Context: an optimization exercise on an open-source flow, tuned for small area. The choices shown serve that exercise and are no tape-out recipe. At most, simulation tests tie the RTL to the original design; equivalence was not proved.

==> run H: inputs <==
==> flow/design.v (excerpt) <==
module top_module(
    input clk,
    input rst,
    input[23:0] sw,
    input[4:0] bt,
    input[3:0] row,
    output[3:0] col,
    output reg[7:0] seg_out,
    output reg[7:0] seg_en,
    output reg[23:0] led,
    output reg buzzer
);
wire [15:0] ke;
key_scanner ks(clk, rst, row, col, ke);
wire right_e, left_e, up_e, down_e;
button_jitter b0(clk, rst, bt[0], right_e);
button_jitter b1(clk, rst, bt[1], left_e);
button_jitter b2(clk, rst, bt[2], up_e);
button_jitter b4(clk, rst, bt[4], down_e);
reg [4:0] glo;
reg [5:0] ghi;
always @(posedge clk) begin
    if (rst) begin
        glo <= 5'd0;
        ghi <= 6'd0;
    end else begin
        glo <= glo + 5'd1;
        if (&glo) ghi <= (ghi == 6'd49) ? 6'd0 : ghi + 6'd1;
    end
end
wire seg_tick = glo == 5'd24;
wire ms_edge = glo[3:0] == 4'd9;
wire ms100_edge = (ghi == 6'd24) && (glo == 5'd25);
reg [2:0] view;
wire v0 = view == 3'd0;
wire v1 = view == 3'd1;
  ...
clock: 90.0 ns
lec_check: 0
abc_area: 1
cap_margin: 20
core_margin: 2
core_utilization: 65
cts_cluster_diameter: 100
cts_cluster_size: 25
place_density: 0.75
slew_margin: 20
run.sh (not shown) runs the stock make flow with config.mk's settings and CLKGATE_MAP_FILE= SYNTH_SCRIPT=/design/flow/synth_recipe.tcl, a recipe that flattens the netlist after the stock synthesis.
==> run M (differences from run H) <==
--- a/flow/design.v
+++ b/flow/design.v
@@ -453,45 +453,17 @@
 reg [9:0] tr_ms;         
 wire c_ms_rise = cms == 4'd7;
 wire [7:0] s1 = {sc_t[1], sc_o[1]};
 wire [7:0] s2 = {sc_t[2], sc_o[2]};
 wire [7:0] s3 = {sc_t[3], sc_o[3]};
 wire [7:0] s4 = {sc_t[4], sc_o[4]};
 wire [7:0] wsb = {ws_t, ws_o};
-wire [1:0] wk = glo[1:0];
-reg [7:0] wk_s, rb_s;
-reg [1:0] rb, best_r;
-reg [2:0] fr, first_r;
-always @(*) begin
-    case (wk)
-        2'd0: wk_s = s1;
-        2'd1: wk_s = s2;
-        2'd2: wk_s = s3;
-        default: wk_s = s4;
-    endcase
-    case (rb)
-        2'd0: rb_s = s1;
-        2'd1: rb_s = s2;
-        2'd2: rb_s = s3;
-        default: rb_s = s4;
-    endcase
-end
-wire wk_best = wk == 2'd0 || wk_s > rb_s;
-wire wk_reach = wk_s >= wsb;
-wire [1:0] rb_n = wk_best ? wk : rb;
-wire [2:0] fr_n = (wk != 2'd0 && fr != 3'd0) ? fr : (wk_reach ? {1'b0, wk} + 3'd1 : 3'd0);
-always @(posedge clk) begin
-    rb <= rb_n;
-    fr <= fr_n;
-    if (wk == 2'd3) begin
-        best_r <= rb_n;
-        first_r <= fr_n;
-    end
-end
-wire [2:0] best = {1'b0, best_r} + 3'd1;
+wire [2:0] best = (s1 >= s2 && s1 >= s3 && s1 >= s4) ? 3'd1 :
+                  (s2 >= s3 && s2 >= s4) ? 3'd2 :
+                  (s3 >= s4) ? 3'd3 : 3'd4;
 reg [3:0] cur_t, cur_o;
 always @(*) begin
     case (sel)
         3'd1: begin cur_t = sc_t[1]; cur_o = sc_o[1]; end
         3'd2: begin cur_t = sc_t[2]; cur_o = sc_o[2]; end
         3'd3: begin cur_t = sc_t[3]; cur_o = sc_o[3]; end
         default: begin cur_t = sc_t[4]; cur_o = sc_o[4]; end
@@ -521,16 +493,22 @@
         end
     end else if (v1) begin
         case (cst)
             2'd0: begin
                 if (ke[14]) begin
                     if (pcnt == qc)
                         winner <= best;
-                    else if (first_r != 3'd0)
-                        winner <= first_r;
+                    else if (s1 >= wsb)
+                        winner <= 3'd1;
+                    else if (s2 >= wsb)
+                        winner <= 3'd2;
+                    else if (s3 >= wsb)
+                        winner <= 3'd3;
+                    else if (s4 >= wsb)
+                        winner <= 3'd4;
                     else begin
                         pcnt <= pcnt + 4'd1;
                         cst <= 2'd1;
                         sel <= 3'd0;
                     end
                 end
             end
Settings changed: CTS_CLUSTER_SIZE 25 to 30.
==> run Z (differences from run H) <==
--- a/flow/design.v
+++ b/flow/design.v
@@ -61,77 +61,66 @@
     input rst,
     input [3:0] row,
     output reg [3:0] col,
     output [15:0] key_edge
 );
 localparam [16:0] P = 17'h12492;  
 reg [5:0] kp;
-reg f0;           
+reg first;
 reg [15:0] d;     
 reg [15:0] D;     
 reg [15:0] pend;  
-reg [7:0] c01;    
-reg [16:0] g;
 reg [16:0] s [0:15];
+wire p1 = kp == 6'd1;
 wire p3 = kp == 6'd3;
 wire p20 = kp == 6'd20;
-wire win0 = kp >= 6'd2 && kp <= 6'd18;    
-wire win = kp >= 6'd4 && kp <= 6'd20;     
 always @(*) begin
     if (kp >= 6'd1 && kp <= 6'd8) col = 4'b0111;
     else if (kp >= 6'd9 && kp <= 6'd16) col = 4'b1011;
     else if (kp >= 6'd17 && kp <= 6'd24) col = 4'b1101;
     else if (kp >= 6'd25 && kp <= 6'd32) col = 4'b1110;
     else col = 4'b1111;
 end
 wire [15:0] chg = d ^ D;
 wire [15:0] rise = d & ~D;
-wire [15:0] changed = {c01, chg[7:0]};
 reg [15:0] coin;
 reg [15:0] raw_edge;
-reg [15:0] zl;
 integer i;
 always @(*) begin
     for (i = 0; i < 16; i = i + 1) begin
-        zl[i] = ~|s[i][15:0];
-        coin[i] = zl[i] & ~s[i][16];
+        coin[i] = s[i] == 17'd0;
         raw_edge[i] = (p3 & rise[i] & coin[i]) | (p20 & pend[i]);
     end
 end
 always @(posedge clk) begin
     if (rst) begin
         kp <= 6'd0;
-        f0 <= 1'b1;
+        first <= 1'b1;
         d <= 16'd0;
         D <= 16'd0;
     end else begin
         kp <= (kp == 6'd40) ? 6'd0 : kp + 6'd1;
-        if (kp == 6'd40) f0 <= 1'b0;
-        if (kp == 6'd8) begin d[15:12] <= ~row; D[15:12] <= d[15:12]; end
-        if (kp == 6'd16) begin d[11:8] <= ~row; D[11:8] <= d[11:8]; end
-        if (kp == 6'd24) begin d[7:4] <= ~row; D[7:4] <= d[7:4]; end
-        if (kp == 6'd32) begin d[3:0] <= ~row; D[3:0] <= d[3:0]; end
+        if (p1) first <= 1'b0;
+        if (kp == 6'd8) d[15:12] <= ~row;
+        if (kp == 6'd16) d[11:8] <= ~row;
+        if (kp == 6'd24) d[7:4] <= ~row;
+        if (kp == 6'd32) d[3:0] <= ~row;
+        if (p3) D <= d;
     end
 end
 always @(posedge clk) begin
-    if (p3) begin
-        pend <= rise & ~coin;
-        c01 <= chg[15:8];
-    end
+    if (p3) pend <= rise & ~coin;
 end
-wire gfb = g[16] ^ g[13] ^ ~|g[15:0];
 always @(posedge clk) begin
-    if ((f0 && kp == 6'd1) || (!f0 && p3))
-        g <= P;
-    else
-        g <= {g[15:0], gfb};
-end
-always @(posedge clk) begin
-    for (i = 0; i < 16; i = i + 1)
-        s[i] <= {s[i][15:0], ((f0 && win0) || (!f0 && win && changed[i])) ? gfb : s[i][16] ^ s[i][13] ^ zl[i]};
+    for (i = 0; i < 16; i = i + 1) begin
+        if ((p1 & first) | (p3 & chg[i]))
+            s[i] <= P;
+        else
+            s[i] <= {s[i][15:0], s[i][16] ^ s[i][13] ^ ~|s[i][15:0]};
+    end
 end
 assign key_edge[13] = raw_edge[15];
 assign key_edge[12] = raw_edge[14];
 assign key_edge[11] = raw_edge[13];
 assign key_edge[10] = raw_edge[12];
 assign key_edge[14] = raw_edge[11];
 assign key_edge[9]  = raw_edge[10];
@@ -442,56 +431,28 @@
 end
 wire crst = rst || v0;
 reg [3:0] pcnt;          
 reg [1:0] cst;           
 reg [2:0] sel;           
 reg [3:0] sc_t [1:4];    
 reg [3:0] sc_o [1:4];
-reg [3:0] qres [1:9];    
+reg [3:0] qres [0:8];    
 reg [3:0] cms;           
 reg clock_end;
 reg [3:0] tr_t, tr_o;    
 reg [9:0] tr_ms;         
 wire c_ms_rise = cms == 4'd7;
 wire [7:0] s1 = {sc_t[1], sc_o[1]};
 wire [7:0] s2 = {sc_t[2], sc_o[2]};
 wire [7:0] s3 = {sc_t[3], sc_o[3]};
 wire [7:0] s4 = {sc_t[4], sc_o[4]};
 wire [7:0] wsb = {ws_t, ws_o};
-wire [1:0] wk = glo[1:0];
-reg [7:0] wk_s, rb_s;
-reg [1:0] rb, best_r;
-reg [2:0] fr, first_r;
-always @(*) begin
-    case (wk)
-        2'd0: wk_s = s1;
-        2'd1: wk_s = s2;
-        2'd2: wk_s = s3;
-        default: wk_s = s4;
-    endcase
-    case (rb)
-        2'd0: rb_s = s1;
-        2'd1: rb_s = s2;
-        2'd2: rb_s = s3;
-        default: rb_s = s4;
-    endcase
-end
-wire wk_best = wk == 2'd0 || wk_s > rb_s;
-wire wk_reach = wk_s >= wsb;
-wire [1:0] rb_n = wk_best ? wk : rb;
-wire [2:0] fr_n = (wk != 2'd0 && fr != 3'd0) ? fr : (wk_reach ? {1'b0, wk} + 3'd1 : 3'd0);
-always @(posedge clk) begin
-    rb <= rb_n;
-    fr <= fr_n;
-    if (wk == 2'd3) begin
-        best_r <= rb_n;
-        first_r <= fr_n;
-    end
-end
-wire [2:0] best = {1'b0, best_r} + 3'd1;
+wire [2:0] best = (s1 >= s2 && s1 >= s3 && s1 >= s4) ? 3'd1 :
+                  (s2 >= s3 && s2 >= s4) ? 3'd2 :
+                  (s3 >= s4) ? 3'd3 : 3'd4;
 reg [3:0] cur_t, cur_o;
 always @(*) begin
     case (sel)
         3'd1: begin cur_t = sc_t[1]; cur_o = sc_o[1]; end
         3'd2: begin cur_t = sc_t[2]; cur_o = sc_o[2]; end
         3'd3: begin cur_t = sc_t[3]; cur_o = sc_o[3]; end
         default: begin cur_t = sc_t[4]; cur_o = sc_o[4]; end
@@ -515,22 +476,30 @@
         cst <= 2'd0;
         sel <= 3'd0;
         winner <= 3'd0;
         for (j = 1; j <= 4; j = j + 1) begin
             sc_t[j] <= 4'd0;
             sc_o[j] <= 4'd0;
         end
+        for (j = 0; j < 9; j = j + 1)
+            qres[j] <= 4'd0;
     end else if (v1) begin
         case (cst)
             2'd0: begin
                 if (ke[14]) begin
                     if (pcnt == qc)
                         winner <= best;
-                    else if (first_r != 3'd0)
-                        winner <= first_r;
+                    else if (s1 >= wsb)
+                        winner <= 3'd1;
+                    else if (s2 >= wsb)
+                        winner <= 3'd2;
+                    else if (s3 >= wsb)
+                        winner <= 3'd3;
+                    else if (s4 >= wsb)
+                        winner <= 3'd4;
                     else begin
                         pcnt <= pcnt + 4'd1;
                         cst <= 2'd1;
                         sel <= 3'd0;
                     end
                 end
             end
@@ -547,36 +516,29 @@
                     default: ;
                 endcase
             end
             2'd2: begin
                 if (g_ok) begin
                     cst <= 2'd0;
                     if (sel >= 3'd1 && sel <= 3'd4) begin
+                        qres[pcnt - 4'd1] <= {sel[1:0] - 2'd1, gcode};
                         if (grade == 3'b100) begin
                             sc_t[sel] <= up_t;
                             sc_o[sel] <= up_o;
                         end else if (grade == 3'b010) begin
                             sc_t[sel] <= dn_t;
                             sc_o[sel] <= dn_o;
                         end
                     end
                 end
             end
             default: ;
         endcase
     end
 end
-wire q_we = v1 && cst == 2'd2 && g_ok && sel != 3'd0 && sel <= 3'd4;
-always @(posedge clk) begin
-    for (j = 1; j <= 9; j = j + 1)
-        if (crst)
-            qres[j] <= 4'd0;
-        else if (q_we && pcnt == j)
-            qres[j] <= {sel[1:0] - 2'd1, gcode};
-end
 always @(posedge clk) begin
     if (crst)
         cms <= 4'd0;
     else
         cms <= cms + 4'd1;
 end
 wire tr_zero = tr_t == 4'd0 && tr_o == 4'd0 && tr_ms == 10'd0;
@@ -793,29 +755,15 @@
         3'd1: begin sh_t = sc_t[1]; sh_o = sc_o[1]; end
         3'd2: begin sh_t = sc_t[2]; sh_o = sc_o[2]; end
         3'd3: begin sh_t = sc_t[3]; sh_o = sc_o[3]; end
         3'd4: begin sh_t = sc_t[4]; sh_o = sc_o[4]; end
         default: begin sh_t = 4'd0; sh_o = 4'd0; end
     endcase
 end
-reg [3:0] qe;
-always @(*) begin
-    case (qst)
-        4'd1: qe = qres[1];
-        4'd2: qe = qres[2];
-        4'd3: qe = qres[3];
-        4'd4: qe = qres[4];
-        4'd5: qe = qres[5];
-        4'd6: qe = qres[6];
-        4'd7: qe = qres[7];
-        4'd8: qe = qres[8];
-        4'd9: qe = qres[9];
-        default: qe = 4'd0;
-    endcase
-end
+wire [3:0] qe = (qst >= 4'd1 && qst <= 4'd9) ? qres[qst - 4'd1] : 4'd0;
 reg blank, sp_p, sp_q;
 reg [3:0] nib;
 wire [2:0] dp = vp[2:0];
 always @(*) begin
     blank = 1'b1;
     sp_p = 1'b0;
     sp_q = 1'b0;
Settings changed: CORE_UTILIZATION 65 to 60, CTS_CLUSTER_DIAMETER 100 to default, CTS_CLUSTER_SIZE 25 to default.
==> run F (differences from run H) <==
--- a/flow/design.v
+++ b/flow/design.v
@@ -61,77 +61,66 @@
     input rst,
     input [3:0] row,
     output reg [3:0] col,
     output [15:0] key_edge
 );
 localparam [16:0] P = 17'h12492;  
 reg [5:0] kp;
-reg f0;           
+reg first;
 reg [15:0] d;     
 reg [15:0] D;     
 reg [15:0] pend;  
-reg [7:0] c01;    
-reg [16:0] g;
 reg [16:0] s [0:15];
+wire p1 = kp == 6'd1;
 wire p3 = kp == 6'd3;
 wire p20 = kp == 6'd20;
-wire win0 = kp >= 6'd2 && kp <= 6'd18;    
-wire win = kp >= 6'd4 && kp <= 6'd20;     
 always @(*) begin
     if (kp >= 6'd1 && kp <= 6'd8) col = 4'b0111;
     else if (kp >= 6'd9 && kp <= 6'd16) col = 4'b1011;
     else if (kp >= 6'd17 && kp <= 6'd24) col = 4'b1101;
     else if (kp >= 6'd25 && kp <= 6'd32) col = 4'b1110;
     else col = 4'b1111;
 end
 wire [15:0] chg = d ^ D;
 wire [15:0] rise = d & ~D;
-wire [15:0] changed = {c01, chg[7:0]};
 reg [15:0] coin;
 reg [15:0] raw_edge;
-reg [15:0] zl;
 integer i;
 always @(*) begin
     for (i = 0; i < 16; i = i + 1) begin
-        zl[i] = ~|s[i][15:0];
-        coin[i] = zl[i] & ~s[i][16];
+        coin[i] = s[i] == 17'd0;
         raw_edge[i] = (p3 & rise[i] & coin[i]) | (p20 & pend[i]);
     end
 end
 always @(posedge clk) begin
     if (rst) begin
         kp <= 6'd0;
-        f0 <= 1'b1;
+        first <= 1'b1;
         d <= 16'd0;
         D <= 16'd0;
     end else begin
         kp <= (kp == 6'd40) ? 6'd0 : kp + 6'd1;
-        if (kp == 6'd40) f0 <= 1'b0;
-        if (kp == 6'd8) begin d[15:12] <= ~row; D[15:12] <= d[15:12]; end
-        if (kp == 6'd16) begin d[11:8] <= ~row; D[11:8] <= d[11:8]; end
-        if (kp == 6'd24) begin d[7:4] <= ~row; D[7:4] <= d[7:4]; end
-        if (kp == 6'd32) begin d[3:0] <= ~row; D[3:0] <= d[3:0]; end
+        if (p1) first <= 1'b0;
+        if (kp == 6'd8) d[15:12] <= ~row;
+        if (kp == 6'd16) d[11:8] <= ~row;
+        if (kp == 6'd24) d[7:4] <= ~row;
+        if (kp == 6'd32) d[3:0] <= ~row;
+        if (p3) D <= d;
     end
 end
 always @(posedge clk) begin
-    if (p3) begin
-        pend <= rise & ~coin;
-        c01 <= chg[15:8];
-    end
-end
-wire gfb = g[16] ^ g[13] ^ ~|g[15:0];
-always @(posedge clk) begin
-    if ((f0 && kp == 6'd1) || (!f0 && p3))
-        g <= P;
-    else
-        g <= {g[15:0], gfb};
+    if (p3) pend <= rise & ~coin;
 end
 always @(posedge clk) begin
-    for (i = 0; i < 16; i = i + 1)
-        s[i] <= {s[i][15:0], ((f0 && win0) || (!f0 && win && changed[i])) ? gfb : s[i][16] ^ s[i][13] ^ zl[i]};
+    for (i = 0; i < 16; i = i + 1) begin
+        if ((p1 & first) | (p3 & chg[i]))
+            s[i] <= P;
+        else
+            s[i] <= {s[i][15:0], s[i][16] ^ s[i][13] ^ ~|s[i][15:0]};
+    end
 end
 assign key_edge[13] = raw_edge[15];
 assign key_edge[12] = raw_edge[14];
 assign key_edge[11] = raw_edge[13];
 assign key_edge[10] = raw_edge[12];
 assign key_edge[14] = raw_edge[11];
 assign key_edge[9]  = raw_edge[10];
@@ -453,45 +442,17 @@
 reg [9:0] tr_ms;         
 wire c_ms_rise = cms == 4'd7;
 wire [7:0] s1 = {sc_t[1], sc_o[1]};
 wire [7:0] s2 = {sc_t[2], sc_o[2]};
 wire [7:0] s3 = {sc_t[3], sc_o[3]};
 wire [7:0] s4 = {sc_t[4], sc_o[4]};
 wire [7:0] wsb = {ws_t, ws_o};
-wire [1:0] wk = glo[1:0];
-reg [7:0] wk_s, rb_s;
-reg [1:0] rb, best_r;
-reg [2:0] fr, first_r;
-always @(*) begin
-    case (wk)
-        2'd0: wk_s = s1;
-        2'd1: wk_s = s2;
-        2'd2: wk_s = s3;
-        default: wk_s = s4;
-    endcase
-    case (rb)
-        2'd0: rb_s = s1;
-        2'd1: rb_s = s2;
-        2'd2: rb_s = s3;
-        default: rb_s = s4;
-    endcase
-end
-wire wk_best = wk == 2'd0 || wk_s > rb_s;
-wire wk_reach = wk_s >= wsb;
-wire [1:0] rb_n = wk_best ? wk : rb;
-wire [2:0] fr_n = (wk != 2'd0 && fr != 3'd0) ? fr : (wk_reach ? {1'b0, wk} + 3'd1 : 3'd0);
-always @(posedge clk) begin
-    rb <= rb_n;
-    fr <= fr_n;
-    if (wk == 2'd3) begin
-        best_r <= rb_n;
-        first_r <= fr_n;
-    end
-end
-wire [2:0] best = {1'b0, best_r} + 3'd1;
+wire [2:0] best = (s1 >= s2 && s1 >= s3 && s1 >= s4) ? 3'd1 :
+                  (s2 >= s3 && s2 >= s4) ? 3'd2 :
+                  (s3 >= s4) ? 3'd3 : 3'd4;
 reg [3:0] cur_t, cur_o;
 always @(*) begin
     case (sel)
         3'd1: begin cur_t = sc_t[1]; cur_o = sc_o[1]; end
         3'd2: begin cur_t = sc_t[2]; cur_o = sc_o[2]; end
         3'd3: begin cur_t = sc_t[3]; cur_o = sc_o[3]; end
         default: begin cur_t = sc_t[4]; cur_o = sc_o[4]; end
@@ -521,16 +482,22 @@
         end
     end else if (v1) begin
         case (cst)
             2'd0: begin
                 if (ke[14]) begin
                     if (pcnt == qc)
                         winner <= best;
-                    else if (first_r != 3'd0)
-                        winner <= first_r;
+                    else if (s1 >= wsb)
+                        winner <= 3'd1;
+                    else if (s2 >= wsb)
+                        winner <= 3'd2;
+                    else if (s3 >= wsb)
+                        winner <= 3'd3;
+                    else if (s4 >= wsb)
+                        winner <= 3'd4;
                     else begin
                         pcnt <= pcnt + 4'd1;
                         cst <= 2'd1;
                         sel <= 3'd0;
                     end
                 end
             end
Settings changed: CORE_UTILIZATION 65 to 75, CTS_BUF_LIST from default to sky130_fd_sc_hd__clkbuf_8, CTS_CLUSTER_DIAMETER 100 to default, CTS_CLUSTER_SIZE 25 to 20, PLACE_DENSITY 0.75 to 0.85.
==> notes <==
Worst hold slack: run M < run H < run F < run Z.
In run Z the cell count is larger than in run F, by about 4%.
Area after synthesis: run Z is larger than run F (about 4.7%).
Sequential share of layout area: run M is higher than run F (4.0 points).
Routed wire length, highest first: run Z, run F, run H, run M.
Via count, highest first: run F, run Z, run H, run M.
In run M the fmax is larger than in run F, by about 0.6%.
Only the layout flow was run in run M and run F; the RTL was not checked for function there.

==> port drivers added, routing unchanged <==
In the flow no input, the clock included, has a driving cell. The finished layouts below were timed again as built, in two steps. Step 1 sets driving cells, clkbuf_16 on the clock port and buf_2 on the other inputs (assumed; they add their load-dependent delay and slew). Step 2, shift: input delay + t, output delay - t, t = (earliest + latest rising clock arrival at the registers) / 2. This alone moves slack from input paths to output paths. Slacks: ideal / step 1 / step 2; pairs: ideal / step 1.
run | t (ns) | slack for setup (ns) | latest minus earliest clock arrival (ns)
run H | 0.646 | 68.950 / 68.888 / 69.381 | 0.036 / 0.036
run M | 0.691 | 68.879 / 68.814 / 69.423 | 0.041 / 0.040
run Z | 0.676 | 68.956 / 68.891 / 69.279 | 0.026 / 0.027
run F | 0.749 | 68.756 / 68.700 / 69.169 | 0.030 / 0.030
After both steps every run listed still meets setup and hold.
